Source: an optimization exercise on an open RTL-to-GDS flow (aim: small area and a short achievable clock period). Production flows keep margins and buffers that such runs may drop.
At most, simulation tests tie the RTL to the original design; equivalence was not proved.
Only the layout flow was run in runs 5 to 8; the RTL was not checked for function there.
Power figures rest on the tool's default switching activity, not on a simulated workload.

$ cat design/flow/flow/run.sh
#!/bin/bash
# Standard ORFS layout with two changes:
#  - Yosys's full-adder extraction is off, so ABC maps the adders itself;
#  - the port buffers that buffer_ports inserts are plain buf_2 cells
#    instead of the delay cells it otherwise picks.
export ADDER_MAP_FILE=
export BUFFER_PORTS_ARGS="-buffer_cell sky130_fd_sc_hd__buf_2"
bash standard.sh > standard.log 2>&1
$ cat design/flow/design.v
module smp8 (input clk, reset,
output reg [3:0] pc,
input [7:0] instr,
output reg [7:0] AC);
wire [3:0] op = instr[7:4];
wire [3:0] a  = instr[3:0];
reg [7:0] R;
reg       Z;
reg [7:0] RAM [15:0];
wire [15:0] opd = 16'h1 << op;
wire [3:0] lo = 4'h1 << a[1:0];
wire [3:0] hi = 4'h1 << a[3:2];
wire [3:0] hi_ld = hi & {4{opd[1]}};
wire [3:0] hi_st = hi & {4{opd[2]}};
genvar w;
generate for (w = 0; w < 16; w = w + 1) begin : mem_w
  always @(posedge clk)
    if (hi_st[w/4] & lo[w%4]) RAM[w] <= AC;
end endgenerate
wire [7:0] memld = RAM[a] & {8{opd[1]}};
function [7:0] addp(input [7:0] x, input [7:0] z, input cin);
  reg [7:0] g, p, G, P;
  reg [8:0] c;
  integer i;
  begin
    g = x & z; p = x ^ z;
    G = g; P = p;
    G[0] = g[0] | (p[0] & cin);
    G[1] = G[1] | (P[1] & G[0]);  P[1] = P[1] & P[0];
    G[3] = G[3] | (P[3] & G[2]);  P[3] = P[3] & P[2];
    G[5] = G[5] | (P[5] & G[4]);  P[5] = P[5] & P[4];
    G[2] = G[2] | (P[2] & G[1]);
    G[3] = G[3] | (P[3] & G[1]);
    G[6] = G[6] | (P[6] & G[5]);  P[6] = P[6] & P[5];
    G[7] = G[7] | (P[7] & G[5]);  P[7] = P[7] & P[5];
    G[4] = G[4] | (P[4] & G[3]);
    G[5] = G[5] | (P[5] & G[3]);
    G[6] = G[6] | (P[6] & G[3]);
    c = {G[6:0], cin};
    addp = p ^ c[7:0];
  end
endfunction
wire [7:0] sum = addp(AC, R, 1'b0);
wire [7:0] dif = addp(AC, ~R, 1'b1);
wire [7:0] inc = AC + 8'd1;
wire [7:0] acnext = memld
  | (R   & {8{opd[4]}})
  | (sum & {8{opd[8]}})
  | (dif & {8{opd[9]}})
  | (inc & {8{opd[10]}})
  | ((AC & R) & {8{opd[12]}})
  | ((AC | R) & {8{opd[13]}})
  | ((AC ^ R) & {8{opd[14]}})
  | (~AC & {8{opd[15]}})
  | (AC  & {8{opd[0] | opd[2] | opd[3] | opd[5] | opd[6] | opd[7]}});
wire [7:0] p = AC ^ R;
wire [7:0] g = AC | R;
wire z_and = ~|(AC & R);
wire z_ac0 = ~|AC;
wire z_acff = &AC;
wire z_eq  = ~|p;
wire z_or  = ~|g;
wire z_sum = ~p[0] & &(p[7:1] ~^ g[6:0]);    
wire znext = (z_ac0 & opd[3])
  | (z_sum & (opd[4] | opd[5] | opd[6] | opd[7] | opd[8]))
  | (z_eq & (opd[9] | opd[14]))
  | (z_acff & (opd[10] | opd[15]))
  | opd[11]
  | (z_or & opd[13])
  | (z_and & (opd[0] | opd[1] | opd[2] | opd[12]));
wire jump = opd[5] | (opd[6] & Z) | (opd[7] & ~Z);
always @(posedge clk, posedge reset)
  if (reset) begin
    pc <= 4'h0;
    AC <= 8'h00;
    R  <= 8'h00;
    Z  <= 1'b0;
  end else begin
    pc <= jump ? a : pc + 4'h1;
    AC <= acnext;
    if (opd[3]) R <= AC;
    Z  <= znext;
  end
endmodule
$ cat design/flow/constraint.sdc
create_clock -name core_clock -period 3.7 [get_ports {clk}]
set_input_delay 0.7400 -clock core_clock [delete_from_list [all_inputs] [get_ports {clk}]]
set_output_delay 0.7400 -clock core_clock [all_outputs]
set_load 0.01 [all_outputs]
$ cat design/flow/standard.sh
#!/bin/bash
# synth_recipe.tcl (not shown) runs the flow's synth.tcl, then flattens the netlist and writes it again
# the make line also repeats each setting of config.mk as NAME=value (left out here)
make -C /OpenROAD-flow-scripts/flow DESIGN_CONFIG=/design/flow/config.mk WORK_HOME=/design/flow/orfs CLKGATE_MAP_FILE= SYNTH_SCRIPT=/design/flow/synth_recipe.tcl "${@:-finish}"
$ cat design/flow/config.mk
export PLATFORM = sky130hd
export DESIGN_NAME = smp8
export DESIGN_NICKNAME = smp8
export VERILOG_FILES = /design/flow/design.v
export SDC_FILE = /design/flow/constraint.sdc
export NUM_CORES = 4
export LEC_CHECK = 0
export ABC_AREA = 1
export CAP_MARGIN = 20
export CORE_MARGIN = 2
export CORE_UTILIZATION = 40
export CTS_BUF_LIST = sky130_fd_sc_hd__clkbuf_8
export SETUP_SLACK_MARGIN = 1.8
export SLEW_MARGIN = 20
==> impl_metrics.yaml, run 1 <==
sta:
  hold_viol_final: 0
  setup_viol: 0
  drv_slew: 0
  timing.final.crit_period_ns: 1.88
  fin_crit_sh_pct: 50.9
  rsz0062_at_grt: "yes"
  timing.setup.tns_ns: 0
  maxSlewHeadroom_pct: 39.8
  clock.fmax_ghz: 0.531
  tightest_slew_ns: 0.902
  fin_hold_ws_ns: 0.477
  clock-skew-final_ns: 0.0143
logic_synthesis:
  yosys.area.top_type: "edfxtp_1"
  syn_avg_cell_area_um2: 9.27
  async_flop_share_pct: 14.1
  synthTopCellsByCount: "nand2_1 (264), edfxtp_1 (128), nor2_1 (85), inv_1 (54), nand3_1 (54)"
  dominantRegCellSynth: "edfxtp_1"
  synth_cell_types: 32
  netlist.area_leader.share_pct: 54.0
  synth.most_common_cell: "nand2_1"
  yosys-top-cells-area: "edfxtp_1 (54%), nand2_1 (14%), dfrtp_1 (7.4%)"
  ys_ff_latch: 149
  synth_seq_area_share_pct: 61.4
  ys_warn_count: 2
  synth-edff-count: 128
  syn_inst: 767
  syn-num-nets: 777
  syn_area_um2: 7110
worst_setup_path:
  cp-end-kind: "register"
  cpMaxStageDelayCell: "nand2_2"
  ff2ff_path_depth: 10
  crit_fanout: 9
  r2r-start: "AC[3]"
  rrSetupSlack_ns: 1.86
  crit_end: "AC[7]"
  path_class: "in -> reg"
  worst_path_most_repeated_cell: "nand2_1"
  cp-start-kind: "primary input"
  rr_endpoint: "AC[6]"
  cp_cell_sequence: "buf_2 -> nand2_2 -> inv_1 -> nand3_1 -> nand2_1 -> nor2_1 -> nand2_1 -> o21ai_1 -> nand2_1 -> nor2_1 -> nand3_1"
  worstPathRequired_ns: 4.03
  startpoint: "instr[3]"
  slowest_delay_ns: 0.26
  arrival_ns: 2.21
global_route:
  overflow: 0
  grt_max_degree: 24
  antenna_found_initial: 0
  grt_pass1_vias: 5657
  grt_usage_pct: 24.1
  grt_pass1_wl_um: 33000
cells_and_area:
  antenna_cells: 0
  nNetsFinal: 856
  drive_above_1_share_pct: 18.4
  fillers: 1627
  area_growth_pct: 21.2
  utilization_pct: 49.7
die:
  rows: 48
  core_um2: 17400
  io_pins: 22
  die_y_um: 137
  initial_core_util_pct: 41.0
  fp.dieArea_um2: 18900
  die_w_um: 137
clock_network:
  clk_transition_reported_paths_ns: 0.08
  clkSinkCount: 149
  root_buffer: "clkbuf_8"
  cts-htree-levels: 4
  clkLatencyLatePin_ns: 0.45
  cts_tree: "done"
  numCtsBuffers: 17
  hold_buffers: 0
  clockBufferDepth: 2
outcome:
  status: "timing/DRC/antenna clean"
drt:
  wire_per_inst_um: 19.9
  drc: 0
  firstDrtPassIters: 5
  drt.antenna.violating_nets: 0
  wl_um: 21500
  via_count: 5814
  first_iter_violations: 505
  via_per_inst: 5.37
power_and_ir_drop:
  p_comb_share_pct: 32.6
  seqPwrFrac_pct: 43.2
  p_sw_share_pct: 35.4
  p_leak_nw: 3.60
  p_sw_mw: 1.81
  clkPwrFrac_pct: 24.2
  p_per_area_nw_per_um2: 595
  internal-power_mw: 3.32
  vdd_drop_max_uv: 297
placement:
  place_hpwl_um: 14700
  gp_congestion: 0.951
  io_buffers: 21
min_path:
  hold_path.class: "in -> async"
job:
  max-cap-violations: 0
## worst max-delay path: cells and delay by family
family / cells / cell delay, ns
simple gates: 8 / 0.95
buf+inv: 2 / 0.33
compound gates: 1 / 0.20
## power groups by stage
stage / Clock [mW] / Sequential, mW / Combinational (mW)
finish: 1.24 / 2.22 / 1.67
CTS: 1.26 / 2.24 / 1.56
detailed placement: 0 / 2.31 / 1.31
global placement: 0 / 2.31 / 1.30
global route: 1.31 / 2.23 / 1.84
floorplan: 0 / 2.32 / 0.783
## flip-flops by register name, indices dropped and copies added, names as in the netlist
| register | count |
|---|---|
| Z | 1 |
| R | 8 |
| AC | 8 |
| pc | 4 |
| RAM | 128 |
## metal layers
layer  share of wire, %  wire length (µm)  vias to the layer above  global-route usage [%]
li1                   -                 -                     2771                       -
met1                 42              9120                     2747                    32.3
met2                 48             10300                      251                    39.2
met3                6.7              1450                       45                    4.89
met4                3.1               677                        0                    8.36
met5                  0                 0                        -                       0
## worst min path at each step
stage | startpoint | to | slack [ns]
after floorplan | RAM[0][1] | AC[1] | 0.48
after global placement | RAM[0][1] | AC[1] | 0.49
after detailed placement | RAM[0][1] | AC[1] | 0.52
after CTS | reset | R[4] | 0.48
after global routing | reset | R[6] | 0.55
final | reset | R[6] | 0.48
## layout by cell type, fill, tap and decap left out, types with 2 or more instances in the layout
cell type,n
a21oi_1,16
xor2_1,7
nand2_2,8
nor3_4,10
nor3_2,2
clkinv_2,2
nand3_1,54
nand4_1,18
inv_2,5
o211ai_1,7
nand2_1,259
o21ai_1,3
nor2_4,9
nand2_4,9
clkbuf_8,17
xnor2_1,2
buf_2,18
o21bai_1,2
clkinv_4,2
bufinv_16,3
buf_6,5
buf_4,28
edfxtp_1,128
o22ai_1,3
clkinv_1,3
nor3_1,17
dfrtp_2,5
nor2_1,72
o21ai_0,34
dfrtp_4,2
buf_12,10
dfrtp_1,14
nor2_2,16
inv_1,54
## cells by family after synthesis
family	count (synthesis)	share of synthesized area [%]
buf+inv	61	3.29
compound gates	69	5.40
simple gates	479	28.8
xor+xnor	9	1.11
flops	149	61.4
## per-stage QoR
| step | instance area, µm² | setup WS (ns) | std cells | power, mW |
|---|---|---|---|---|
| after floorplan | 7250 | 1.68 | 767 | 3.10 |
| after detailed placement | 7680 | 1.20 | 1020 | 3.62 |
| final | 8620 | 1.82 | 1082 | 5.13 |
| after global placement | 7680 | 1.17 | 1020 | 3.61 |
| after global routing | 8620 | 1.74 | 1082 | 5.38 |
| after CTS | 8430 | 1.68 | 1073 | 5.05 |
## cell type report
| class | instances | area (µm²) | area share, % |
|---|---|---|---|
| clock buffers | 17 | 234 | 2.71 |
| clock inverters | 13 | 144 | 1.67 |
| inverters | 57 | 214 | 2.48 |
| multi-input cells | 557 | 2760 | 32.0 |
| flip-flops and latches | 149 | 4380 | 50.8 |
| well taps | 225 | 282 | 3.27 |
| repair buffers | 64 | 609 | 7.07 |
## what timing repair did
action | 4_1_cts | 5_1_grt
setup endpoints to repair | 75 | 48
hold endpoints to repair | 0 | 0
gates cloned | 1 | 0
setup buffers | 22 | 9
resized for setup | 32 | 26
pin swaps | 6 | 4
==> run 2, diff against run 1 <==
--- a/design/flow/config.mk
+++ b/design/flow/config.mk
@@ -10,5 +10,5 @@
 export CORE_MARGIN = 2
 export CORE_UTILIZATION = 40
 export CTS_BUF_LIST = sky130_fd_sc_hd__clkbuf_8
-export SETUP_SLACK_MARGIN = 1.8
+export SETUP_SLACK_MARGIN = 1.7
 export SLEW_MARGIN = 20
==> run 2 against run 1 <==
  * Still clean on timing, DRC and antenna
  * Sequential power about the same
  * Fmax fell by 6.0%
  * Sequential cell count is the same
  * Die area unchanged
  * Synthesized area is the same
  * Hold slack worse by 0.11 ns
  * Setup slack worse by 0.12 ns
  * Non-clock buffer count shrank 20
  * Via count fell by 1.8%
  * Largest cell class unchanged
  * Largest power group unchanged
==> impl_metrics.yaml, run 2 <==
power_and_ir_drop:
  p_leak_nw: 3.45
  p_sw_share_pct: 36.0
  p_per_area_nw_per_um2: 620
  seqPwrFrac_pct: 43.0
  clkPwrFrac_pct: 26.6
  p_sw_mw: 1.86
  vdd_drop_max_uv: 312
  p_comb_share_pct: 30.4
  internal-power_mw: 3.30
logic_synthesis:
  yosys.area.top_type: "edfxtp_1"
  synth-edff-count: 128
  synth_seq_area_share_pct: 61.4
  synthTopCellsByCount: "nand2_1 (264), edfxtp_1 (128), nor2_1 (85), inv_1 (54), nand3_1 (54)"
  async_flop_share_pct: 14.1
  syn_inst: 767
  ys_warn_count: 2
  yosys-top-cells-area: "edfxtp_1 (54%), nand2_1 (14%), dfrtp_1 (7.4%)"
  syn-num-nets: 777
  syn_avg_cell_area_um2: 9.27
  ys_ff_latch: 149
  dominantRegCellSynth: "edfxtp_1"
  synth_cell_types: 32
  netlist.area_leader.share_pct: 54.0
  synth.most_common_cell: "nand2_1"
  syn_area_um2: 7110
sta:
  clock.fmax_ghz: 0.499
  clock-skew-final_ns: 0.0190
  rsz0062_at_grt: "yes"
  maxSlewHeadroom_pct: 34.5
  hold_viol_final: 0
  drv_slew: 0
  timing.final.crit_period_ns: 2.00
  tightest_slew_ns: 0.976
  timing.setup.tns_ns: 0
  fin_crit_sh_pct: 54.1
  setup_viol: 0
worst_setup_path:
  rr_endpoint: "AC[4]"
  arrival_ns: 2.38
  rrSetupSlack_ns: 1.81
  path_class: "in -> reg"
  crit_fanout: 8
  worstPathRequired_ns: 4.07
  ff2ff_path_depth: 9
  startpoint: "instr[5]"
  cp-end-kind: "register"
  cp-start-kind: "primary input"
  r2r-start: "AC[4]"
die:
  die_w_um: 137
  rows: 48
  fp.dieArea_um2: 18900
  die_y_um: 137
  initial_core_util_pct: 41.0
  io_pins: 22
  core_um2: 17400
global_route:
  overflow: 0
  antenna_found_initial: 0
  grt_pass1_wl_um: 31300
  grt_max_degree: 24
  grt_usage_pct: 23.3
  grt_pass1_vias: 5332
drt:
  firstDrtPassIters: 5
  via_per_inst: 5.37
  first_iter_violations: 607
  drt.antenna.violating_nets: 0
  wire_per_inst_um: 19.8
  wl_um: 21100
  drc: 0
  via_count: 5711
cells_and_area:
  area_growth_pct: 17.0
  largest_register_ffs: 128
  antenna_cells: 0
  layout_commonest_cell: "nand2_1"
  fin_cells: 1064
  nNetsFinal: 836
  drive_above_1_share_pct: 15.9
  final_cell_mix: "nand2_1 (262), edfxtp_1 (128), nor2_1 (77)"
  fillers: 1641
  regMostFlops: "RAM"
  top_regs: "RAM: 128 flops, AC: 8 flops, R: 8 flops"
clock_network:
  numCtsBuffers: 17
  root_buffer: "clkbuf_8"
  cts-htree-levels: 4
  clkSinkCount: 149
  cts_tree: "done"
  clkLatencyLatePin_ns: 0.46
  hold_buffers: 0
  clockBufferDepth: 2
  clk_transition_reported_paths_ns: 0.09
placement:
  place_hpwl_um: 14800
  place_inst: 1023
  io_buffers: 21
  gp_congestion: 0.969
job:
  max-cap-violations: 0
min_path:
  hold_path.class: "in -> async"
outcome:
  status: "timing/DRC/antenna clean"
## run 2: cell counts after synthesis
Identical to the previous run, type by type.
## run 2: critical path, cell delays in order
cell     delay [ns]
buf_2          0.12
nor2_1         0.29
inv_1          0.07
nor2_1         0.60
inv_1          0.10
a21oi_1        0.16
a21oi_1        0.06
nand2_1        0.11
nor2_1         0.04
nand3_1        0.08
## run 2: cell type report
class | count | area (µm²) | area share [%]
Clock buffer | 19 | 262 | 3.14
Clock inverter | 13 | 169 | 2.03
Inverter | 57 | 214 | 2.57
Multi-Input combinational cell | 557 | 2690 | 32.3
Sequential cell | 149 | 4380 | 52.6
Tap cell | 225 | 282 | 3.38
Timing Repair Buffer | 44 | 325 | 3.91
## run 2: worst max path at each step
stage | end | slack [ns] | cells after the start
2_1_floorplan | RAM[11][0] | 1.62 | 3
3_3_place_gp | AC[7] | 1.17 | 9
3_5_place_dp | RAM[10][7] | 1.17 | 6
4_1_cts | AC[6] | 1.69 | 1
5_1_grt | AC[7] | 1.66 | 11
6_report | AC[5] | 1.70 | 10
## run 2: metal layers
layer	vias up	GRT usage, %	part of all wire [%]
li1	2737	-	-
met1	2724	31.4	43
met2	216	38.1	49
met3	34	4.86	6.2
met4	0	6.99	2.1
met5	-	0	0
## run 2: logic make-up (layout without fill, tap and decap cells)
kind of cell	count (synthesis)	after routing	share of synthesized area, %
and+or+nand+nor	479	479	28.8
DFF	149	149	61.4
AOI/OAI and AO/OA	69	69	5.40
buffers and inverters	61	133	3.29
xor gates and xnor gates	9	9	1.11
## run 2: repair_timing
item | CTS | global route
setup buffers | 4 | 5
setup endpoints to repair | 15 | 20
resized for setup | 19 | 22
## run 2: power by group through the flow
stage                     sequential, mW  combinational, mW  clock (mW)
after CTS                           2.22               1.47        1.39
after global placement              2.27               1.34           0
final                               2.22               1.57        1.37
after floorplan                     2.32              0.781           0
after global routing                2.23               1.73        1.46
after detailed placement            2.27               1.36           0
## run 2: per-stage QoR
stage               hold WS (ns)  setup slack (ns)  utilization (%)  cell area (µm²)  total power, mW
floorplan                  0.475              1.62                -             7220             3.10
detailed placement         0.528              1.17             44.3             7690             3.63
CTS                        0.526              1.69             47.3             8210             5.08
finish                     0.367              1.70             47.9             8320             5.16
global placement           0.518              1.17             44.3             7690             3.61
global route               0.400              1.66             47.9             8320             5.42
==> run 3, diff against run 2 <==
==> design/flow/flow/run.sh (replaced) <==
#!/bin/bash
# Standard ORFS layout with two changes:
#  - Yosys's full-adder extraction is off, so ABC maps the adders itself;
#  - the port buffers that buffer_ports inserts are plain buf_4 cells
#    instead of the delay cells it otherwise picks.
export ADDER_MAP_FILE=
export BUFFER_PORTS_ARGS="-buffer_cell sky130_fd_sc_hd__buf_4"
bash standard.sh > standard.log 2>&1
--- a/design/flow/config.mk
+++ b/design/flow/config.mk
@@ -10,5 +10,5 @@
 export CORE_MARGIN = 2
 export CORE_UTILIZATION = 40
 export CTS_BUF_LIST = sky130_fd_sc_hd__clkbuf_8
-export SETUP_SLACK_MARGIN = 1.7
+export SETUP_SLACK_MARGIN = 1.75
 export SLEW_MARGIN = 20
==> run 3 against run 2 <==
  * Still clean
  * Final area rose by 4.5%
  * Hold slack got worse by 0.013 ns
  * Critical path depth fell by 3
  * Sequential cell count did not move
  * Clock power fell by 4%
  * Setup slack improved by 0.031 ns
  * Sequential power barely moved
  * Clock skew fell by 0.0039 ns
  * Via count rose by 2.3%
  * Largest power group unchanged
  * Highest routed layer unchanged
==> impl_metrics.yaml, run 3 <==
placement:
  gp_congestion: 0.931
  io_buffers: 21
  place_hpwl_um: 14700
  placed_cell_area_um2: 7740
  place_inst: 1021
  dp_slack_ns: 1.10
global_route:
  grt_usage_pct: 23.4
  overflow: 0
  antenna_found_initial: 0
  grt_pass1_vias: 5365
  grt_max_degree: 22
  grt_pass1_wl_um: 31800
power_and_ir_drop:
  p_comb_share_pct: 32.6
  p_per_area_nw_per_um2: 600
  vdd_drop_max_uv: 346
  clkPwrFrac_pct: 25.1
  p_leak_nw: 3.60
  finalPower_mw: 5.21
  p_sw_share_pct: 35.4
  internal-power_mw: 3.37
  p_sw_mw: 1.85
  seqPwrFrac_pct: 42.3
job:
  max-cap-violations: 0
worst_setup_path:
  arrival_ns: 2.06
  crit_fanout: 10
  startpoint: "instr[4]"
  rrSetupSlack_ns: 1.84
  worstPathRequired_ns: 3.79
  path_class: "in -> reg"
  slowest_delay_ns: 0.38
  crit_end: "RAM[9][6]"
  cp-start-kind: "primary input"
  cp-end-kind: "register"
  ff2ff_path_depth: 9
  r2r-start: "AC[2]"
  cpMaxStageDelayCell: "nor3_4"
  cp_cell_sequence: "buf_4 -> inv_1 -> nand2_1 -> inv_1 -> nand2_2 -> buf_4 -> nor3_4"
  rr_endpoint: "AC[4]"
cells_and_area:
  nNetsFinal: 854
  top_regs: "RAM: 128 flops, AC: 8 flops, R: 8 flops"
  stdcell_area_um2: 8690
  layout_commonest_cell: "nand2_1"
  antenna_cells: 0
  area_growth_pct: 22.2
  drive_above_1_share_pct: 18.9
  largest_register_ffs: 128
  fin_cells: 1082
  regMostFlops: "RAM"
  utilization_pct: 50.1
  final_cell_mix: "nand2_1 (261), edfxtp_1 (128), nor2_1 (72)"
clock_network:
  cts_tree: "done"
  clkLatencyLatePin_ns: 0.44
  root_buffer: "clkbuf_8"
  clockBufferDepth: 2
  clk_transition_reported_paths_ns: 0.09
  numCtsBuffers: 17
  cts-htree-levels: 4
  clkSinkCount: 149
  hold_buffers: 0
sta:
  clock.fmax_ghz: 0.507
  timing.setup.tns_ns: 0
  maxSlewHeadroom_pct: 58.5
  fin_hold_ws_ns: 0.354
  clock-skew-final_ns: 0.0151
  hold_viol_final: 0
  fin_crit_sh_pct: 53.3
  setup_viol: 0
  finalWorstSetupSlack_ns: 1.73
  drv_slew: 0
  timing.final.crit_period_ns: 1.97
  tightest_slew_ns: 0.620
  rsz0062_at_grt: "yes"
logic_synthesis:
  ys_warn_count: 2
  syn_area_um2: 7110
  synthTopCellsByCount: "nand2_1 (264), edfxtp_1 (128), nor2_1 (85), inv_1 (54), nand3_1 (54)"
  synth_fa_ha_area_share_pct: 0
  async_flop_share_pct: 14.1
  dominantRegCellSynth: "edfxtp_1"
  yosys-top-cells-area: "edfxtp_1 (54%), nand2_1 (14%), dfrtp_1 (7.4%)"
  synth_top_family_by_area: "simple AND/OR/NAND/NOR gates"
  synth_compound_area_share_pct: 5.40
  syn-num-nets: 777
  ys_ff_latch: 149
  syn_avg_cell_area_um2: 9.27
  synth_seq_area_share_pct: 61.4
  syn_inst: 767
  netlist.area_leader.share_pct: 54.0
  synth-edff-count: 128
  yosys.area.top_type: "edfxtp_1"
  synth_xor_area_share_pct: 1.11
  synth_cell_types: 32
  synth.most_common_cell: "nand2_1"
  synthSimpleGateAreaFrac_pct: 28.8
  synthMuxAreaShare_pct: 0
drt:
  firstDrtPassIters: 5
  via_count: 5844
  wl_um: 21300
  wire_per_inst_um: 19.7
  first_iter_violations: 543
  drt.antenna.violating_nets: 0
  drc: 0
  via_per_inst: 5.40
die:
  die_w_um: 137
  initial_core_util_pct: 41.0
  die_y_um: 137
  rows: 48
  fp.dieArea_um2: 18900
  io_pins: 22
  core_um2: 17400
min_path:
  hold_path.class: "in -> async"
outcome:
  status: "timing/DRC/antenna clean"
==> run 3: cell families (layout without fill, tap and decap cells) <==
kind of cell | Yosys count | in the layout
buf+inv | 61 | 151
simple gates | 479 | 479
compound gates | 69 | 69
flops | 149 | 149
xor+xnor | 9 | 9
==> run 3: repair_timing <==
item,in CTS,in global routing
pin swaps,1,5
setup endpoints to repair,35,54
gates resized for setup,33,34
setup buffers,10,17
gates cloned,0,1
==> run 3: metal layers <==
layer,track usage [%],share of wire (%)
met1,31.4,43
met4,7.39,1.8
met5,0,0
met2,38.1,49
met3,4.86,5.7
==> run 3: power by group through the flow <==
stage	Clock [mW]	Combinational, mW	Sequential, mW
floorplan	0	0.783	2.32
global placement	0	1.35	2.28
detailed placement	0	1.36	2.28
CTS	1.32	1.53	2.20
global route	1.40	1.87	2.22
finish	1.31	1.70	2.21
==> run 3: worst min path at each step <==
stage                          from     to
after floorplan           RAM[0][1]  AC[1]
after global placement    RAM[0][1]  AC[1]
after detailed placement       R[1]   R[1]
after CTS                     reset   R[7]
after global routing          reset      Z
final                         reset   R[7]
==> run 3: layout make-up <==
cell class	count	area (µm²)
inverters	57	214
fillers	1600	8660
clock inverters	15	179
multi-input cells	557	2770
repair buffers	62	632
clock buffers	17	234
well taps	225	282
flip-flops and latches	149	4380
==> run 3: worst max-delay path: cells and delay by family <==
kind / cells / cell delay, ns
simple gates: 3 / 0.71
buf+inv: 4 / 0.60
==> run 4, diff against run 3 <==
--- a/design/flow/design.v
+++ b/design/flow/design.v
@@ -17,7 +17,13 @@
   always @(posedge clk)
     if (hi_st[w/4] & lo[w%4]) RAM[w] <= AC;
 end endgenerate
-wire [7:0] memld = RAM[a] & {8{opd[1]}};
+reg [7:0] memld;
+integer k;
+always @(*) begin
+  memld = 8'h00;
+  for (k = 0; k < 16; k = k + 1)
+    memld = memld | (RAM[k] & {8{hi_ld[k/4] & lo[k%4]}});
+end
 function [7:0] addp(input [7:0] x, input [7:0] z, input cin);
   reg [7:0] g, p, G, P;
   reg [8:0] c;
==> design/flow/flow/run.sh (replaced) <==
#!/bin/bash
# Standard ORFS layout with two changes:
#  - Yosys's full-adder extraction is off, so ABC maps the adders itself;
#  - the port buffers that buffer_ports inserts are plain buf_2 cells
#    instead of the delay cells it otherwise picks.
export ADDER_MAP_FILE=
export BUFFER_PORTS_ARGS="-buffer_cell sky130_fd_sc_hd__buf_2"
bash standard.sh > standard.log 2>&1
==> run 4 against run 3 <==
  * Still clean on timing, DRC and antenna
  * First-iteration DRC count is 64% higher
  * Clock-buffer cell count stayed put
  * Clock skew is 0.0023 ns higher
  * Global-route usage is 0.93 points higher
  * Non-clock buffer count is 2 higher
  * Critical path depth is 4 higher
  * Register-to-register slack hardly changed
  * Sequential share of layout area is 0.49 points lower
  * Combinational power is 4% lower
  * Wire length is 10% higher
  * Core utilization is 0.84 points lower
  * Synthesized cell count is 4.3% higher
==> impl_metrics.yaml, run 4 <==
outcome:
  status: "timing/DRC/antenna clean"
cells_and_area:
  regMostFlops: "RAM"
  nNetsFinal: 889
  final_cell_mix: "nand2_1 (265), edfxtp_1 (128), nor2_1 (65)"
  largest_register_ffs: 128
  stdcell_area_um2: 8790
  top_regs: "RAM: 128 flops, AC: 8 flops, R: 8 flops"
  area_growth_pct: 21.3
  drive_above_1_share_pct: 21.0
  layout_commonest_cell: "nand2_1"
  antenna_cells: 0
job:
  max-cap-violations: 0
drt:
  firstDrtPassIters: 6
  via_count: 6278
  drc: 0
  drt.antenna.violating_nets: 0
  wire_per_inst_um: 20.9
  wl_um: 23500
  via_per_inst: 5.60
  first_iter_violations: 889
placement:
  placed_cell_area_um2: 7650
  gp_congestion: 0.924
  io_buffers: 21
  place_hpwl_um: 15500
global_route:
  overflow: 0
  grt_max_degree: 22
  grt_pass1_wl_um: 34400
  antenna_found_initial: 0
  grt_usage_pct: 24.3
  grt_pass1_vias: 5714
logic_synthesis:
  ys_ff_latch: 149
  syn_inst: 800
  synth_cell_types: 33
  syn_area_um2: 7240
  netlist.area_leader.share_pct: 53.1
  syn-num-nets: 810
  async_flop_share_pct: 14.1
  synth.most_common_cell: "nand2_1"
  dominantRegCellSynth: "edfxtp_1"
  yosys.area.top_type: "edfxtp_1"
  synth-edff-count: 128
  ys_warn_count: 2
  synthTopCellsByCount: "nand2_1 (276), edfxtp_1 (128), nor2_1 (97), nand3_1 (57), inv_1 (56)"
  synth_seq_area_share_pct: 60.3
  syn_avg_cell_area_um2: 9.05
  yosys-top-cells-area: "edfxtp_1 (53%), nand2_1 (14%), dfrtp_1 (7.3%)"
clock_network:
  numCtsBuffers: 17
  cts-htree-levels: 4
  clkSinkCount: 149
  cts_tree: "done"
  clockBufferDepth: 2
  clkLatencyLatePin_ns: 0.47
  root_buffer: "clkbuf_8"
  clk_transition_reported_paths_ns: 0.10
sta:
  clock-skew-final_ns: 0.0174
  timing.setup.tns_ns: 0
  tightest_slew_ns: 0.925
  fin_crit_sh_pct: 52.7
  fin_hold_ws_ns: 0.461
  setup_viol: 0
  drv_slew: 0
  clock.fmax_ghz: 0.513
  timing.final.crit_period_ns: 1.95
  maxSlewHeadroom_pct: 38.3
  rsz0062_at_grt: "yes"
  hold_viol_final: 0
power_and_ir_drop:
  p_per_area_nw_per_um2: 587
  vdd_drop_max_uv: 321
  p_leak_nw: 3.60
  finalPower_mw: 5.15
worst_setup_path:
  cp-end-kind: "register"
  worstPathRequired_ns: 4.09
  path_class: "in -> reg"
  ff2ff_path_depth: 10
  cp-start-kind: "primary input"
  crit_fanout: 11
  arrival_ns: 2.34
die:
  die_y_um: 139
  die_w_um: 139
  rows: 49
  fp.dieArea_um2: 19200
  initial_core_util_pct: 40.6
  core_um2: 17800
  io_pins: 22
min_path:
  hold_path.class: "in -> async"
[run 4: cell count changes after synthesis, sizes merged, moves of 3 or more]
cell    change
nand4      +24
nor2       +18
nor3       -17
inv        +11
xor2        -7
nand2       +4
nand3       +4
o21ai       -4
o211ai      -3
[run 4: worst max-delay path, cell delays in order]
cell and delay (ns):
buf_2 0.16, inv_4 0.15, nand2_8 0.11, nor2_4 0.26, buf_4 0.19, nand3_2 0.08
o21ai_1 0.23, nor2_1 0.12, nand3_1 0.15, nor2_1 0.07, nand3_1 0.06
[run 4: final timing paths]
check	start	endpoint	slack, ns
max	instr[7]	AC[6]	1.75
min	reset	R[4]	0.46
max reg2reg	AC[2]	AC[5]	1.83
min reg2reg	pc[0]	pc[0]	0.53
max in group asynchronous	reset	AC[3]	2.56
min in group core_clock	pc[0]	pc[0]	0.53
[run 4: timing repair]
item / CTS / global route
pin swaps: 1 / 8
hold buffers: 0 / 0
endpoints found under the setup margin: 145 / 111
setup buffers: 14 / 22
gates resized for setup: 60 / 48
gates cloned: 2 / 0
[run 4: per-stage QoR]
stage | util, % | instances | worst slack (ns)
after floorplan | - | 800 | 1.68
after global placement | 42.9 | 1051 | 0.891
after detailed placement | 42.9 | 1051 | 0.837
after CTS | 47.1 | 1099 | 1.72
after global routing | 49.2 | 1121 | 1.70
final | 49.2 | 1121 | 1.75
[run 4: logic make-up (layout without fill, tap and decap cells)]
group	count (synthesis)	count (layout)	share of synthesized area [%]
DFF	149	149	60.3
buffers and inverters	75	165	4.13
AOI/OAI and AO/OA	63	63	4.73
xor gates and xnor gates	1	1	0.121
and+or+nand+nor	512	514	30.7
[run 4: metal layers]
| metal | track usage [%] | part of all wire (%) |
|---|---|---|
| met2 | 37.9 | 46 |
| met1 | 33.5 | 41 |
| met4 | 10.6 | 3.5 |
| met5 | 0 | 0 |
| met3 | 4.39 | 9.6 |
[run 4: layout make-up]
cell class,count,area (µm²)
inverter,69,269
clock buffer,17,234
timing repair buffer,64,572
tap,229,287
clock inverter,15,166
multi-input combinational,578,2870
fill,1652,9050
sequential,149,4380
[run 4: power by group]
| group | switching, mW | leakage (nW) | internal (mW) |
|---|---|---|---|
| combinational | 1.08 | 1.97 | 0.562 |
| clock | 0.653 | 0.216 | 0.664 |
| sequential | 0.128 | 1.42 | 2.07 |
| total | 1.86 | 3.60 | 3.30 |
==> run 5, diff against run 4 <==
--- a/design/flow/design.v
+++ b/design/flow/design.v
@@ -17,13 +17,7 @@
   always @(posedge clk)
     if (hi_st[w/4] & lo[w%4]) RAM[w] <= AC;
 end endgenerate
-reg [7:0] memld;
-integer k;
-always @(*) begin
-  memld = 8'h00;
-  for (k = 0; k < 16; k = k + 1)
-    memld = memld | (RAM[k] & {8{hi_ld[k/4] & lo[k%4]}});
-end
+wire [7:0] memld = RAM[a] & {8{opd[1]}};
 function [7:0] addp(input [7:0] x, input [7:0] z, input cin);
   reg [7:0] g, p, G, P;
   reg [8:0] c;
@@ -46,19 +40,23 @@
     addp = p ^ c[7:0];
   end
 endfunction
-wire [7:0] sum = addp(AC, R, 1'b0);
-wire [7:0] dif = addp(AC, ~R, 1'b1);
-wire [7:0] inc = AC + 8'd1;
-wire [7:0] acnext = memld
-  | (R   & {8{opd[4]}})
-  | (sum & {8{opd[8]}})
-  | (dif & {8{opd[9]}})
-  | (inc & {8{opd[10]}})
-  | ((AC & R) & {8{opd[12]}})
-  | ((AC | R) & {8{opd[13]}})
-  | ((AC ^ R) & {8{opd[14]}})
-  | (~AC & {8{opd[15]}})
-  | (AC  & {8{opd[0] | opd[2] | opd[3] | opd[5] | opd[6] | opd[7]}});
+wire sub = opd[9];
+wire inc = opd[10];
+wire [7:0] sum = addp(AC, (R ^ {8{sub}}) & {8{~inc}}, sub | inc);
+reg [3:0] tt;
+always @(*)
+  case (op)
+    4'h0, 4'h2, 4'h3, 4'h5, 4'h6, 4'h7: tt = 4'b1100;   
+    4'h4: tt = 4'b1010;   
+    4'hC: tt = 4'b1000;   
+    4'hD: tt = 4'b1110;   
+    4'hE: tt = 4'b0110;   
+    4'hF: tt = 4'b0011;   
+    default: tt = 4'b0000;   
+  endcase
+wire [7:0] lut = ({8{tt[3]}} &  AC &  R) | ({8{tt[2]}} &  AC & ~R)
+               | ({8{tt[1]}} & ~AC &  R) | ({8{tt[0]}} & ~AC & ~R);
+wire [7:0] acnext = memld | (sum & {8{opd[8] | opd[9] | opd[10]}}) | lut;
 wire [7:0] p = AC ^ R;
 wire [7:0] g = AC | R;
 wire z_and = ~|(AC & R);
==> design/flow/flow/run.sh (replaced) <==
#!/bin/bash
# Standard ORFS layout with two changes:
#  - Yosys's full-adder extraction is off, so ABC maps the adders itself;
#  - the port buffers that buffer_ports inserts are plain buf_4 cells
#    instead of the delay cells it otherwise picks.
export ADDER_MAP_FILE=
export BUFFER_PORTS_ARGS="-buffer_cell sky130_fd_sc_hd__buf_4"
bash standard.sh > standard.log 2>&1
==> run 5 against run 4 <==
  * Wire length shrank 12%
  * Synthesized area shrank 5.0%
  * Via count shrank 9.8%
  * Sequential cell count is the same
  * Sequential power grew 3%
  * Sequential share of layout area is essentially flat
  * Global-route usage shrank 1.8 points
  * Critical path type unchanged
  * Hold slack gained 0.042 ns
  * Critical endpoint is now AC[5]
==> impl_metrics.yaml, run 5 <==
outcome:
  status: "timing/DRC/antenna clean"
drt:
  via_count: 5664
  drt.antenna.violating_nets: 0
  wire_per_inst_um: 20.6
  first_iter_violations: 712
  drc: 0
  via_per_inst: 5.64
  firstDrtPassIters: 7
  wl_um: 20700
power_and_ir_drop:
  finalPower_mw: 5.67
  p_leak_nw: 3.43
  p_sw_share_pct: 35.1
  p_comb_share_pct: 37.0
  seqPwrFrac_pct: 39.8
  p_per_area_nw_per_um2: 645
  clkPwrFrac_pct: 23.2
  internal-power_mw: 3.68
  p_sw_mw: 1.99
  vdd_drop_max_uv: 283
cells_and_area:
  largest_register_ffs: 128
  area_growth_pct: 27.6
  final_cell_mix: "nand2_1 (152), edfxtp_1 (128), buf_4 (68)"
  top_regs: "RAM: 128 flops, AC: 8 flops, R: 8 flops"
  layout_commonest_cell: "nand2_1"
  antenna_cells: 0
  regMostFlops: "RAM"
  utilization_pct: 52.6
  drive_above_1_share_pct: 29.3
  nNetsFinal: 782
  fin_cells: 1005
logic_synthesis:
  synth_seq_area_share_pct: 63.5
  yosys.area.top_type: "edfxtp_1"
  yosys-top-cells-area: "edfxtp_1 (56%), nand2_1 (9.9%), dfrtp_1 (7.6%)"
  netlist.area_leader.share_pct: 55.9
  synthSimpleGateAreaFrac_pct: 23.2
  synth_fa_ha_area_share_pct: 0
  ys_warn_count: 2
  synth-edff-count: 128
  synthMuxAreaShare_pct: 0
  syn_avg_cell_area_um2: 10.2
  synth.most_common_cell: "nand2_1"
  dominantRegCellSynth: "edfxtp_1"
  syn_area_um2: 6880
  synthTopCellsByCount: "nand2_1 (182), edfxtp_1 (128), inv_1 (70), nor2_1 (61), nand3_1 (41)"
  synth_compound_area_share_pct: 8.11
  syn-num-nets: 686
  ys_ff_latch: 149
  synth_xor_area_share_pct: 0.618
  async_flop_share_pct: 14.1
  syn_inst: 676
  synth_top_family_by_area: "simple AND/OR/NAND/NOR gates"
  synth_cell_types: 42
placement:
  gp_congestion: 0.929
  io_buffers: 21
  place_inst: 924
  place_hpwl_um: 13600
clock_network:
  clkSinkCount: 149
  root_buffer: "clkbuf_8"
  clkLatencyLatePin_ns: 0.46
  numCtsBuffers: 17
  cts_tree: "done"
  clockBufferDepth: 2
  hold_buffers: 0
  clk_transition_reported_paths_ns: 0.09
  cts-htree-levels: 4
min_path:
  hold_path.class: "in -> async"
die:
  initial_core_util_pct: 41.2
  fp.dieArea_um2: 18300
  rows: 47
  io_pins: 22
  die_y_um: 135
  die_w_um: 135
  core_um2: 16700
sta:
  drv_slew: 0
  fin_crit_sh_pct: 52.2
  hold_viol_final: 0
  tightest_slew_ns: 0.961
  clock.fmax_ghz: 0.518
  timing.setup.tns_ns: 0
  rsz0062_at_grt: "yes"
  clock-skew-final_ns: 0.0133
  setup_viol: 0
  maxSlewHeadroom_pct: 35.9
  timing.final.crit_period_ns: 1.93
worst_setup_path:
  cpLargestDelayFamily: "simple AND/OR/NAND/NOR gates"
  arrival_ns: 2.27
  cp-start-kind: "primary input"
  worst_path_most_repeated_cell: "nand2_1"
  worstPathRequired_ns: 4.04
  startpoint: "instr[0]"
  r2r-start: "AC[7]"
  path_class: "in -> reg"
  slowest_delay_ns: 0.40
  rrSetupSlack_ns: 1.93
  crit_fanout: 7
  cpMaxStageDelayCell: "nor4_4"
  cp-end-kind: "register"
  cp_cell_sequence: "buf_4 -> inv_2 -> nor2_2 -> nand2_2 -> inv_4 -> nand2_1 -> nand4_1 -> nor4_4 -> a21boi_2 -> nor3_1 -> nand2_1"
  critical_path_buf_inv_count: 3
global_route:
  antenna_found_initial: 0
  grt_usage_pct: 22.5
  grt_pass1_vias: 5122
  grt_pass1_wl_um: 29800
  grt_max_degree: 25
  overflow: 0
job:
  max-cap-violations: 0
[run 5: cell count changes in the layout (fill, tap and decap cells not counted), sizes merged, moves of 5 or more]
cell / previous run / this run
a211oi: 0 / 5
nand3: 58 / 42
inv: 73 / 81
nor2: 117 / 66
a221oi: 0 / 10
a22o: 0 / 8
buf: 64 / 82
nor3: 12 / 20
nand4: 42 / 27
nand2: 280 / 196
a21oi: 18 / 12
[run 5: layer usage]
layer | part of all wire (%) | GRT usage [%] | vias up
met2 | 47 | 33.2 | 255
met1 | 42 | 31.9 | 2791
met5 | 0 | 0 | -
met4 | 3.0 | 10.1 | 0
met3 | 7.8 | 5.20 | 48
li1 | - | - | 2570
[run 5: what timing repair did]
item / in CTS / in global routing
gates cloned: 0 / 2
buffers inserted: 11 / 36
setup endpoints to repair: 89 / 144
resized for setup: 51 / 116
pin swaps: 3 / 31
endpoints found under the hold margin: 0 / 0
[run 5: cells by family (layout without fill, tap and decap cells)]
kind of cell | count (synthesis) | in the layout
xor gates and xnor gates | 4 | 4
AOI/OAI and AO/OA | 85 | 85
buffers and inverters | 81 | 189
and+or+nand+nor | 357 | 358
DFF | 149 | 149
[run 5: power groups by stage]
stage,Sequential [mW],Clock (mW),Combinational (mW)
after floorplan,2.38,0,0.780
after global placement,2.37,0,1.35
after detailed placement,2.38,0,1.36
after CTS,2.28,1.32,1.60
after global routing,2.28,1.40,2.27
final,2.26,1.32,2.10
[run 5: stage by stage]
step | hold WS [ns] | setup WS [ns] | instance area (µm²)
after floorplan | 0.499 | 1.58 | 6920
after global placement | 0.542 | 0.867 | 7410
after detailed placement | 0.572 | 0.858 | 7410
after CTS | 0.509 | 1.57 | 8060
after global routing | 0.564 | 1.69 | 8780
final | 0.503 | 1.77 | 8780
[run 5: path summary, 6_finish.rpt]
check | endpoint | cells after the start
worst max-delay path | AC[5] | 11
worst min-delay path | R[3] | 2
worst max register to register | Z | 8
worst min register to register | pc[0] | 1
max in group asynchronous | AC[3] | 2
min in group core_clock | pc[0] | 1
[run 5: cell type report]
cell class | instances | area (µm²)
repair buffers | 83 | 774
fillers | 1496 | 7920
inverters | 74 | 298
well taps | 220 | 275
clock buffers | 19 | 262
flip-flops and latches | 149 | 4380
multi-input cells | 447 | 2640
clock inverters | 13 | 156
==> run 6, diff against run 5 <==
==> design/flow/flow/run.sh (replaced) <==
#!/bin/bash
# Standard ORFS layout with three changes:
#  - Yosys's full-adder extraction is off, so ABC maps the adders itself;
#  - ABC's area script is replaced by flow/abc_area.script (ABC_AREA is 1);
#  - the port buffers that buffer_ports inserts are plain buf_4 cells
#    instead of the delay cells it otherwise picks.
set -e
rm -rf scripts_local
cp -r "$FLOW_HOME/scripts" scripts_local
cp flow/abc_area.script scripts_local/abc_area.script
export SCRIPTS_DIR="$PWD/scripts_local"
export ADDER_MAP_FILE=
export BUFFER_PORTS_ARGS="-buffer_cell sky130_fd_sc_hd__buf_4"
bash standard.sh > standard.log 2>&1
==> design/flow/flow/abc_area.script (new file) <==
strash
&get -n
&st
&dch -f
&nf
&put
topo
stime -c
buffer -c
upsize -c
dnsize -c
==> run 6 against run 5 <==
  * Clock-buffer cell count decreased by 2
  * Fmax is 19% lower
  * Non-clock buffer count increased by 41
  * Power is 3.0% higher
  * Combinational power increased by 5%
  * Sequential cell count unchanged
  * First-iteration DRC count shrank 30%
  * Register-to-register slack lost 0.44 ns
  * Setup slack got worse by 0.45 ns
  * Hold slack worse by 0.016 ns
  * Clock power fell by 5%
  * Via count fell by 10%
  * Largest power group unchanged
  * Highest routed layer unchanged
==> impl_metrics.yaml, run 6 <==
outcome:
  status: "timing/DRC/antenna clean"
clock_network:
  cts-htree-levels: 4
  clockBufferDepth: 2
  clkLatencyLatePin_ns: 0.45
  root_buffer: "clkbuf_8"
  hold_buffers: 0
  clkSinkCount: 149
  clk_transition_reported_paths_ns: 0.09
  numCtsBuffers: 17
  cts_tree: "done"
logic_synthesis:
  synth_seq_area_share_pct: 66.2
  syn-num-nets: 521
  synthSimpleGateAreaFrac_pct: 12.3
  synth-edff-count: 128
  yosys-top-cells-area: "edfxtp_1 (58%), dfrtp_1 (8.0%), a221oi_1 (2.5%)"
  synth_xor_area_share_pct: 2.65
  synth.most_common_cell: "edfxtp_1"
  synth_compound_area_share_pct: 15.2
  syn_avg_cell_area_um2: 12.9
  async_flop_share_pct: 14.1
  synth_cell_types: 55
  ys_ff_latch: 149
  syn_inst: 511
  dominantRegCellSynth: "edfxtp_1"
  syn_area_um2: 6600
  yosys.area.top_type: "edfxtp_1"
  ys_warn_count: 2
  synthTopCellsByCount: "edfxtp_1 (128), nor2_1 (44), nand2_1 (41), a21oi_1 (22), nor3_1 (22)"
  synth_fa_ha_area_share_pct: 0.493
  netlist.area_leader.share_pct: 58.2
  synth_top_family_by_area: "compound AO/OA/AOI/OAI gates"
  synthMuxAreaShare_pct: 1.19
sta:
  drv_slew: 0
  fin_crit_sh_pct: 64.4
  setup_viol: 0
  timing.setup.tns_ns: 0
  timing.final.crit_period_ns: 2.38
  maxSlewHeadroom_pct: 39.1
  hold_viol_final: 0
  clock.fmax_ghz: 0.420
  tightest_slew_ns: 0.913
  clock-skew-final_ns: 0.0152
  rsz0062_at_grt: "yes"
cells_and_area:
  regMostFlops: "RAM"
  layout_commonest_cell: "edfxtp_1"
  nNetsFinal: 637
  drive_above_1_share_pct: 40.3
  top_regs: "RAM: 128 flops, AC: 8 flops, R: 8 flops"
  area_growth_pct: 36.0
  largest_register_ffs: 128
  final_cell_mix: "edfxtp_1 (128), buf_4 (97), nand2_1 (37)"
  antenna_cells: 0
global_route:
  grt_max_degree: 22
  grt_pass1_wl_um: 29000
  antenna_found_initial: 0
  grt_usage_pct: 22.3
  grt_pass1_vias: 4700
  overflow: 0
worst_setup_path:
  cp-start-kind: "primary input"
  crit_fanout: 7
  worstPathRequired_ns: 4.01
  cp-end-kind: "register"
  arrival_ns: 2.69
  path_class: "in -> reg"
placement:
  gp_congestion: 0.826
  io_buffers: 21
  place_hpwl_um: 11300
drt:
  firstDrtPassIters: 5
  via_per_inst: 5.94
  wire_per_inst_um: 22.8
  wl_um: 19500
  drt.antenna.violating_nets: 0
  drc: 0
  first_iter_violations: 495
  via_count: 5085
min_path:
  hold_path.class: "in -> async"
die:
  core_um2: 16000
  fp.dieArea_um2: 17500
  rows: 46
  die_w_um: 132
  initial_core_util_pct: 41.3
  die_y_um: 132
  io_pins: 22
power_and_ir_drop:
  finalPower_mw: 5.84
  p_per_area_nw_per_um2: 650
  vdd_drop_max_uv: 391
  p_leak_nw: 3.21
job:
  max-cap-violations: 0
-- run 6: changes by cell type after synthesis, moves of 15 or more --
cell	previous run	this run
nor2_1	61	44
nand3_1	41	7
clkbuf_1	5	20
o21ai_0	33	16
inv_1	70	4
nand2_1	182	41
-- run 6: final cells by class --
cell class                      count  area (µm²)
Clock buffer                       17         234
Fill cell                        1354        7020
Sequential cell                   149        4390
Tap cell                          216         270
Clock inverter                     15         153
Timing Repair Buffer              124        1190
Inverter                            4        15.0
Multi-Input combinational cell    331        2720
-- run 6: layer usage --
metal,global-route usage (%),part of all wire (%),vias to the layer above
li1,-,-,2265
met2,33.7,47,206
met3,5.82,7.5,38
met4,9.32,3.6,0
met5,0,0,-
met1,30.7,42,2576
-- run 6: logic make-up (layout without fill, tap and decap cells) --
group / Yosys count / in the layout
compound gates: 136 / 136
xor+xnor: 20 / 20
fa+ha+maj: 3 / 3
buf+inv: 31 / 160
flops: 149 / 149
mux: 7 / 7
simple gates: 165 / 165
-- run 6: power breakdown --
part	switching, mW	internal, mW
registers	0.234	2.15
clock network	0.643	0.602
logic	1.19	1.03
total	2.06	3.77
-- run 6: metrics by stage --
| step | setup slack, ns | utilization, % | cells | area, µm² | hold WS, ns |
|---|---|---|---|---|---|
| after detailed placement | 0.463 | 45.7 | 730 | 7310 | 0.575 |
| after global routing | 1.28 | 56.1 | 856 | 8980 | 0.549 |
| final | 1.32 | 56.1 | 856 | 8980 | 0.487 |
| after CTS | 1.36 | 53.7 | 821 | 8590 | 0.507 |
| after floorplan | 0.950 | - | 511 | 7070 | 0.496 |
| after global placement | 0.505 | 45.7 | 730 | 7310 | 0.559 |
-- run 6: what timing repair did --
action / CTS / global route
pin swaps: 20 / 26
resized for setup: 78 / 25
endpoints found under the setup margin: 91 / 76
gates cloned: 2 / 0
setup buffers: 57 / 35
-- run 6: final timing paths --
check                      depth (start not counted)  slack, ns      from     to
setup / recovery                                   8       1.32  instr[5]  AC[2]
hold / removal                                     2       0.49     reset      Z
setup reg to reg                                   7       1.49      R[0]  AC[2]
hold reg to reg                                    1       0.58     pc[0]  pc[0]
max in group asynchronous                          2       2.53     reset  AC[6]
min in group core_clock                            3       0.56  instr[0]  pc[0]
-- run 6: worst max-delay path, stage by stage --
cell,delay (ns)
buf_8,0.10
and4bb_4,0.43
a21oi_4,0.08
maj3_2,0.32
maj3_2,0.38
xnor2_2,0.14
o22ai_1,0.09
or4_1,0.40
==> run 7, diff against run 6 <==
==> design/flow/flow/abc_area.script (replaced) <==
strash
dch -f
amap
topo
stime -c
buffer -c
upsize -c
dnsize -c
==> run 7 against run 6 <==
  * Via count is 4.6% lower
  * Wire length down 6.8%
  * Synthesized area shrank 1.2%
  * Sequential share of layout area rose by 2.3 points
  * Power is 4.9% lower
  * Synthesized cell count shrank 0.59%
  * Final area decreased by 4.8%
  * Critical path type unchanged
==> impl_metrics.yaml, run 7 <==
sta:
  setup_viol: 0
  fin_crit_sh_pct: 76.6
  tightest_slew_ns: 0.924
  timing.final.crit_period_ns: 2.83
  maxSlewHeadroom_pct: 38.4
  clock-skew-final_ns: 0.0154
  finalWorstSetupSlack_ns: 0.867
  drv_slew: 0
  rsz0062_at_grt: "yes"
  timing.setup.tns_ns: 0
  hold_viol_final: 0
  clock.fmax_ghz: 0.353
cells_and_area:
  antenna_cells: 0
  final_cell_mix: "edfxtp_1 (128), nor2_1 (65), buf_4 (54)"
  utilization_pct: 53.6
  fillers: 1351
  regMostFlops: "RAM"
  drive_above_1_share_pct: 31.5
  area_growth_pct: 31.0
  layout_commonest_cell: "edfxtp_1"
  nNetsFinal: 607
  top_regs: "RAM: 128 flops, AC: 8 flops, R: 8 flops"
  largest_register_ffs: 128
worst_setup_path:
  rr_endpoint: "AC[1]"
  r2r-start: "R[0]"
  cp-end-kind: "register"
  cp-start-kind: "primary input"
  path_class: "in -> reg"
  worstPathRequired_ns: 4.04
  crit_fanout: 5
  worst_path_most_repeated_cell: "buf_4"
  slowest_delay_ns: 0.23
  arrival_ns: 3.18
  cpMaxStageDelayCell: "a221oi_4"
  cp_cell_sequence: "buf_12 -> inv_16 -> nand3_4 -> nor2_8 -> inv_6 -> a221oi_4 -> and2b_2 -> nor4_4 -> nor2_2 -> nor2_2 -> buf_4 -> buf_4 -> buf_4 -> buf_4 -> buf_4 -> buf_4 -> buf_4 -> a211oi_2 -> nor2_1 -> o311ai_2"
  rrSetupSlack_ns: 1.00
  ff2ff_path_depth: 16
clock_network:
  hold_buffers: 0
  clkSinkCount: 149
  clkLatencyLatePin_ns: 0.46
  cts-htree-levels: 4
  numCtsBuffers: 17
  clockBufferDepth: 2
  cts_tree: "done"
  clk_transition_reported_paths_ns: 0.09
  root_buffer: "clkbuf_8"
die:
  initial_core_util_pct: 40.9
  io_pins: 22
  rows: 46
  die_w_um: 132
  fp.dieArea_um2: 17400
  die_y_um: 132
  core_um2: 15900
logic_synthesis:
  synth-edff-count: 128
  synthTopCellsByCount: "edfxtp_1 (128), nor2_1 (74), inv_1 (31), nand2_1 (28), nor4_1 (25)"
  syn-num-nets: 518
  syn_inst: 508
  yosys.area.top_type: "edfxtp_1"
  ys_ff_latch: 149
  ys_warn_count: 2
  netlist.area_leader.share_pct: 58.9
  dominantRegCellSynth: "edfxtp_1"
  synth.most_common_cell: "edfxtp_1"
  async_flop_share_pct: 14.1
  synth_cell_types: 52
  syn_avg_cell_area_um2: 12.8
  yosys-top-cells-area: "edfxtp_1 (59%), dfrtp_1 (8.1%), nor2_1 (4.3%)"
  syn_area_um2: 6530
  synth_seq_area_share_pct: 66.9
drt:
  wl_um: 18200
  via_per_inst: 5.87
  first_iter_violations: 411
  wire_per_inst_um: 22.0
  firstDrtPassIters: 7
  drc: 0
  drt.antenna.violating_nets: 0
  via_count: 4851
outcome:
  status: "timing/DRC/antenna clean"
power_and_ir_drop:
  finalPower_mw: 5.55
  p_leak_nw: 2.85
  vdd_drop_max_uv: 320
  p_per_area_nw_per_um2: 649
placement:
  io_buffers: 21
  place_hpwl_um: 11600
  gp_congestion: 0.938
  dp_slack_ns: 0.281
global_route:
  grt_pass1_vias: 4696
  grt_pass1_wl_um: 28000
  grt_max_degree: 22
  antenna_found_initial: 0
  overflow: 0
  grt_usage_pct: 21.4
job:
  max-cap-violations: 0
min_path:
  hold_path.class: "in -> async"
run 7: cells by family (layout without fill, tap and decap cells):
group / after synthesis / count (layout) / share of synthesized area [%]
simple gates: 173 / 173 / 13.2
flops: 149 / 149 / 66.9
compound gates: 140 / 140 / 17.1
buf+inv: 46 / 148 / 2.78
run 7: power breakdown:
part	total (mW)	leakage (nW)	internal [mW]	switching, mW
Combinational	1.85	1.23	0.744	1.11
Clock	1.38	0.211	0.739	0.642
Sequential	2.32	1.41	2.14	0.179
Total	5.55	2.85	3.62	1.93
run 7: metrics by stage:
| stage | instance area, µm² | std cells | hold slack (ns) |
|---|---|---|---|
| after floorplan | 7070 | 508 | 0.506 |
| after global placement | 7460 | 750 | 0.528 |
| after detailed placement | 7460 | 750 | 0.553 |
| after CTS | 8400 | 816 | 0.479 |
| after global routing | 8550 | 826 | 0.531 |
| final | 8550 | 826 | 0.474 |
run 7: worst max-delay path, delay by kind of cell:
| kind | cells | cell delay (ns) |
|---|---|---|
| buf+inv | 10 | 1.10 |
| simple gates | 7 | 0.85 |
| compound gates | 3 | 0.45 |
run 7: layer usage:
layer / share of wire, % / GRT usage (%) / up-vias / wire, µm
met3: 5.3 / 3.84 / 24 / 956
met1: 44 / 29.2 / 2420 / 7990
met2: 49 / 34.6 / 182 / 8870
met5: 0 / 0 / - / 0
li1: - / - / 2225 / -
met4: 2.2 / 7.67 / 0 / 394
run 7: repair_timing:
| item | CTS | global route |
|---|---|---|
| setup buffers | 34 | 9 |
| pin swaps | 12 | 7 |
| gates cloned | 0 | 1 |
| setup endpoints to repair | 143 | 142 |
| resized for setup | 46 | 11 |
run 7: worst max path at each step:
| stage | start | to | slack, ns | depth (start not counted) |
|---|---|---|---|---|
| 6_report | instr[6] | AC[1] | 0.87 | 20 |
| 5_1_grt | instr[5] | AC[5] | 0.79 | 20 |
| 4_1_cts | instr[6] | AC[5] | 0.97 | 20 |
| 3_5_place_dp | instr[6] | AC[7] | 0.28 | 18 |
| 3_3_place_gp | instr[6] | AC[7] | 0.39 | 17 |
| 2_1_floorplan | instr[6] | AC[4] | 0.72 | 15 |
run 7: area by class of cell:
cell class	count	area (µm²)	area share (%)
clock buffers	17	234	2.74
well taps	216	270	3.16
clock inverters	15	204	2.39
multi-input cells	313	2470	28.9
flip-flops and latches	149	4380	51.3
inverters	39	228	2.66
repair buffers	77	758	8.87
==> run 8, diff against run 7 <==
==> design/flow/flow/run.sh (replaced) <==
#!/bin/bash
# Standard ORFS layout with two changes:
#  - Yosys's full-adder extraction is off, so ABC maps the adders itself;
#  - the port buffers that buffer_ports inserts are plain buf_2 cells
#    instead of the delay cells it otherwise picks.
export ADDER_MAP_FILE=
export BUFFER_PORTS_ARGS="-buffer_cell sky130_fd_sc_hd__buf_2"
bash standard.sh > standard.log 2>&1
removed: design/flow/flow/abc_area.script
==> run 8 against run 7 <==
  * Critical path depth is 10 lower
  * Clock skew is 0.0049 ns lower
  * Final cell count is 20% higher
  * Synthesized area rose by 5.4%
  * Still clean on timing, DRC and antenna
  * Via count rose by 16%
  * Core utilization is 3.0 points lower
  * Wire length is 16% higher
  * Sequential share of layout area increased by 0.66 points
  * Sequential power is 3% lower
  * Largest cell class unchanged
  * Clock power down 14%
  * Combinational power is 2% higher
  * Critical endpoint is now AC[7]
==> impl_metrics.yaml, run 8 <==
sta:
  timing.setup.tns_ns: 0
  rsz0062_at_grt: "yes"
  tightest_slew_ns: 0.957
  maxSlewHeadroom_pct: 36.2
  timing.final.crit_period_ns: 2.04
  clock.fmax_ghz: 0.491
  clock-skew-final_ns: 0.0106
  drv_slew: 0
  fin_crit_sh_pct: 55.0
  setup_viol: 0
  hold_viol_final: 0
cells_and_area:
  regMostFlops: "RAM"
  largest_register_ffs: 128
  area_growth_pct: 22.7
  layout_commonest_cell: "nand2_1"
  top_regs: "RAM: 128 flops, AC: 8 flops, R: 8 flops"
  fin_cells: 990
  utilization_pct: 50.6
  final_cell_mix: "nand2_1 (160), edfxtp_1 (128), inv_1 (62)"
  area.sequential_um2: 4380
  nNetsFinal: 767
  fillers: 1506
  drive_above_1_share_pct: 26.6
  multi_input_area_um2: 2550
  antenna_cells: 0
die:
  io_pins: 22
  die_y_um: 135
  initial_core_util_pct: 41.2
  fp.dieArea_um2: 18300
  core_um2: 16700
  rows: 47
  die_w_um: 135
drt:
  wl_um: 21200
  via_per_inst: 5.71
  drt.antenna.violating_nets: 0
  firstDrtPassIters: 5
  first_iter_violations: 723
  via_count: 5648
  wire_per_inst_um: 21.4
  drc: 0
clock_network:
  hold_buffers: 0
  clkSinkCount: 149
  clkLatencyLatePin_ns: 0.47
  cts-htree-levels: 4
  root_buffer: "clkbuf_8"
  clk_transition_reported_paths_ns: 0.09
  cts_tree: "done"
  clockBufferDepth: 2
  numCtsBuffers: 17
logic_synthesis:
  synth_seq_area_share_pct: 63.5
  yosys.area.top_type: "edfxtp_1"
  syn-num-nets: 686
  syn_avg_cell_area_um2: 10.2
  async_flop_share_pct: 14.1
  netlist.area_leader.share_pct: 55.9
  dominantRegCellSynth: "edfxtp_1"
  synth-edff-count: 128
  synthTopCellsByCount: "nand2_1 (182), edfxtp_1 (128), inv_1 (70), nor2_1 (61), nand3_1 (41)"
  synth.most_common_cell: "nand2_1"
  syn_inst: 676
  ys_warn_count: 2
  ys_ff_latch: 149
  synth_cell_types: 42
  syn_area_um2: 6880
  yosys-top-cells-area: "edfxtp_1 (56%), nand2_1 (9.9%), dfrtp_1 (7.6%)"
placement:
  place_hpwl_um: 13800
  place_inst: 925
  io_buffers: 21
  gp_congestion: 0.951
power_and_ir_drop:
  vdd_drop_max_uv: 281
  p_leak_nw: 3.29
  p_per_area_nw_per_um2: 632
  p_comb_share_pct: 35.4
  p_sw_mw: 2.05
  seqPwrFrac_pct: 42.3
  internal-power_mw: 3.29
  finalPower_mw: 5.34
  clkPwrFrac_pct: 22.3
  p_sw_share_pct: 38.4
global_route:
  grt_max_degree: 25
  overflow: 0
  grt_pass1_wl_um: 31600
  grt_pass1_vias: 5197
  antenna_found_initial: 0
  grt_usage_pct: 23.8
worst_setup_path:
  arrival_ns: 2.38
  path_class: "in -> reg"
  worstPathRequired_ns: 4.05
  cp-end-kind: "register"
  crit_fanout: 8
  cp-start-kind: "primary input"
job:
  max-cap-violations: 0
min_path:
  hold_path.class: "in -> async"
outcome:
  status: "timing/DRC/antenna clean"
run 8: cell types whose count changed after synthesis, sizes merged, moves of 11 or more:
cell    delta
nor4      -21
nand3     +35
o21ai     +22
nor2      -12
inv       +36
a222oi    -11
nand2    +167
nand4     +19
a221oi    -12
nor3      +16
nor2b     -17
a22oi     -17
run 8: cell families after synthesis:
logic type,Yosys count,synth area share (%)
and+or+nand+nor,357,23.2
buffers and inverters,81,4.55
AOI/OAI and AO/OA,85,8.11
xor gates and xnor gates,4,0.618
DFF,149,63.5
run 8: layout make-up:
class                      count  area share (%)
inverter                      74            3.53
timing repair buffer          67            6.74
multi-input combinational    448            30.2
clock buffer                  17            2.77
tap                          220            3.26
clock inverter                15            1.63
sequential                   149            51.9
run 8: worst max-delay path, cell delays in order:
cell      delay, ns
buf_2          0.19
inv_1          0.15
nand2_4        0.14
nor2_2         0.12
nand2_1        0.08
nand3_1        0.10
nor2_1         0.29
nand3_1        0.14
a211oi_1       0.32
nand2_1        0.11
run 8: final timing paths:
path / startpoint / endpoint / slack, ns / depth (start not counted)
worst min-delay path: reset / AC[0] / 0.47 / 2
worst max-delay path: instr[3] / AC[7] / 1.66 / 10
min in group core_clock: pc[0] / pc[0] / 0.58 / 1
max in group asynchronous: reset / AC[4] / 2.54 / 2
worst max register to register: AC[7] / Z / 1.77 / 9
worst min register to register: pc[0] / pc[0] / 0.58 / 1
run 8: through the flow:
step | hold WS (ns) | setup slack [ns] | instance area, µm²
2_1_floorplan | 0.499 | 1.58 | 6920
3_3_place_gp | 0.550 | 0.950 | 7360
3_5_place_dp | 0.565 | 0.906 | 7360
4_1_cts | 0.471 | 1.62 | 8110
5_1_grt | 0.538 | 1.64 | 8450
6_report | 0.474 | 1.66 | 8450
run 8: per-layer routing:
layer	GRT usage [%]	vias to the layer above	wire (µm)
met5	0	-	0
met4	9.26	0	675
met3	4.79	51	1790
met2	36.7	288	9860
met1	33.5	2772	8870
li1	-	2537	-
run 8: repair_timing:
action / CTS / global route
gates resized for setup: 76 / 61
cloned: 0 / 2
pin swaps: 7 / 22
buffers inserted: 19 / 12
setup endpoints to repair: 104 / 51
run 8: power by group through the flow:
stage          clock network, mW  logic (mW)  registers (mW)
3_5_place_dp                   0        1.32            2.40
6_report                    1.19        1.89            2.26
3_3_place_gp                   0        1.30            2.39
2_1_floorplan                  0       0.780            2.38
5_1_grt                     1.27        2.05            2.27
4_1_cts                     1.20        1.68            2.30

what the ideal ports hide:
How much do the figures lean on ideal ports? The routed layouts below were timed once more, with nothing changed but the port constraints. Step 1 assumes that a clkbuf_16 drives the clock port and a buf_2 every other input. Step 2 moves the port delays by t, midway between the first and last clock arrival at a register: inputs arrive t later, outputs are due t later. That takes back most of the time a late clock gives input paths. Three values: no drivers, after step 1, after step 2; two values: the first two.
run | t, ns | slack for setup (ns) | hold slack, ns
run 1 | 0.479 | 1.817 / 1.780 / 1.356 | 0.477 / 0.457 / 0.524
run 2 | 0.491 | 1.697 / 1.712 / 1.221 | 0.367 / 0.350 / 0.544
run 3 | 0.476 | 1.728 / 1.740 / 1.265 | 0.354 / 0.338 / 0.545
run 4 | 0.498 | 1.750 / 1.713 / 1.271 | 0.461 / 0.441 / 0.530
run 5 | 0.489 | 1.768 / 1.744 / 1.255 | 0.503 / 0.487 / 0.590
run 6 | 0.484 | 1.319 / 1.320 / 0.835 | 0.487 / 0.469 / 0.582
run 7 | 0.490 | 0.867 / 0.856 / 0.366 | 0.474 / 0.463 / 0.560
run 8 | 0.508 | 1.664 / 1.684 / 1.176 | 0.474 / 0.453 / 0.575
After both steps setup and hold are still met in every run listed. The setup slack of run 5, which loses most, moves by -0.024 ns with the drivers and by -0.513 ns with both steps.
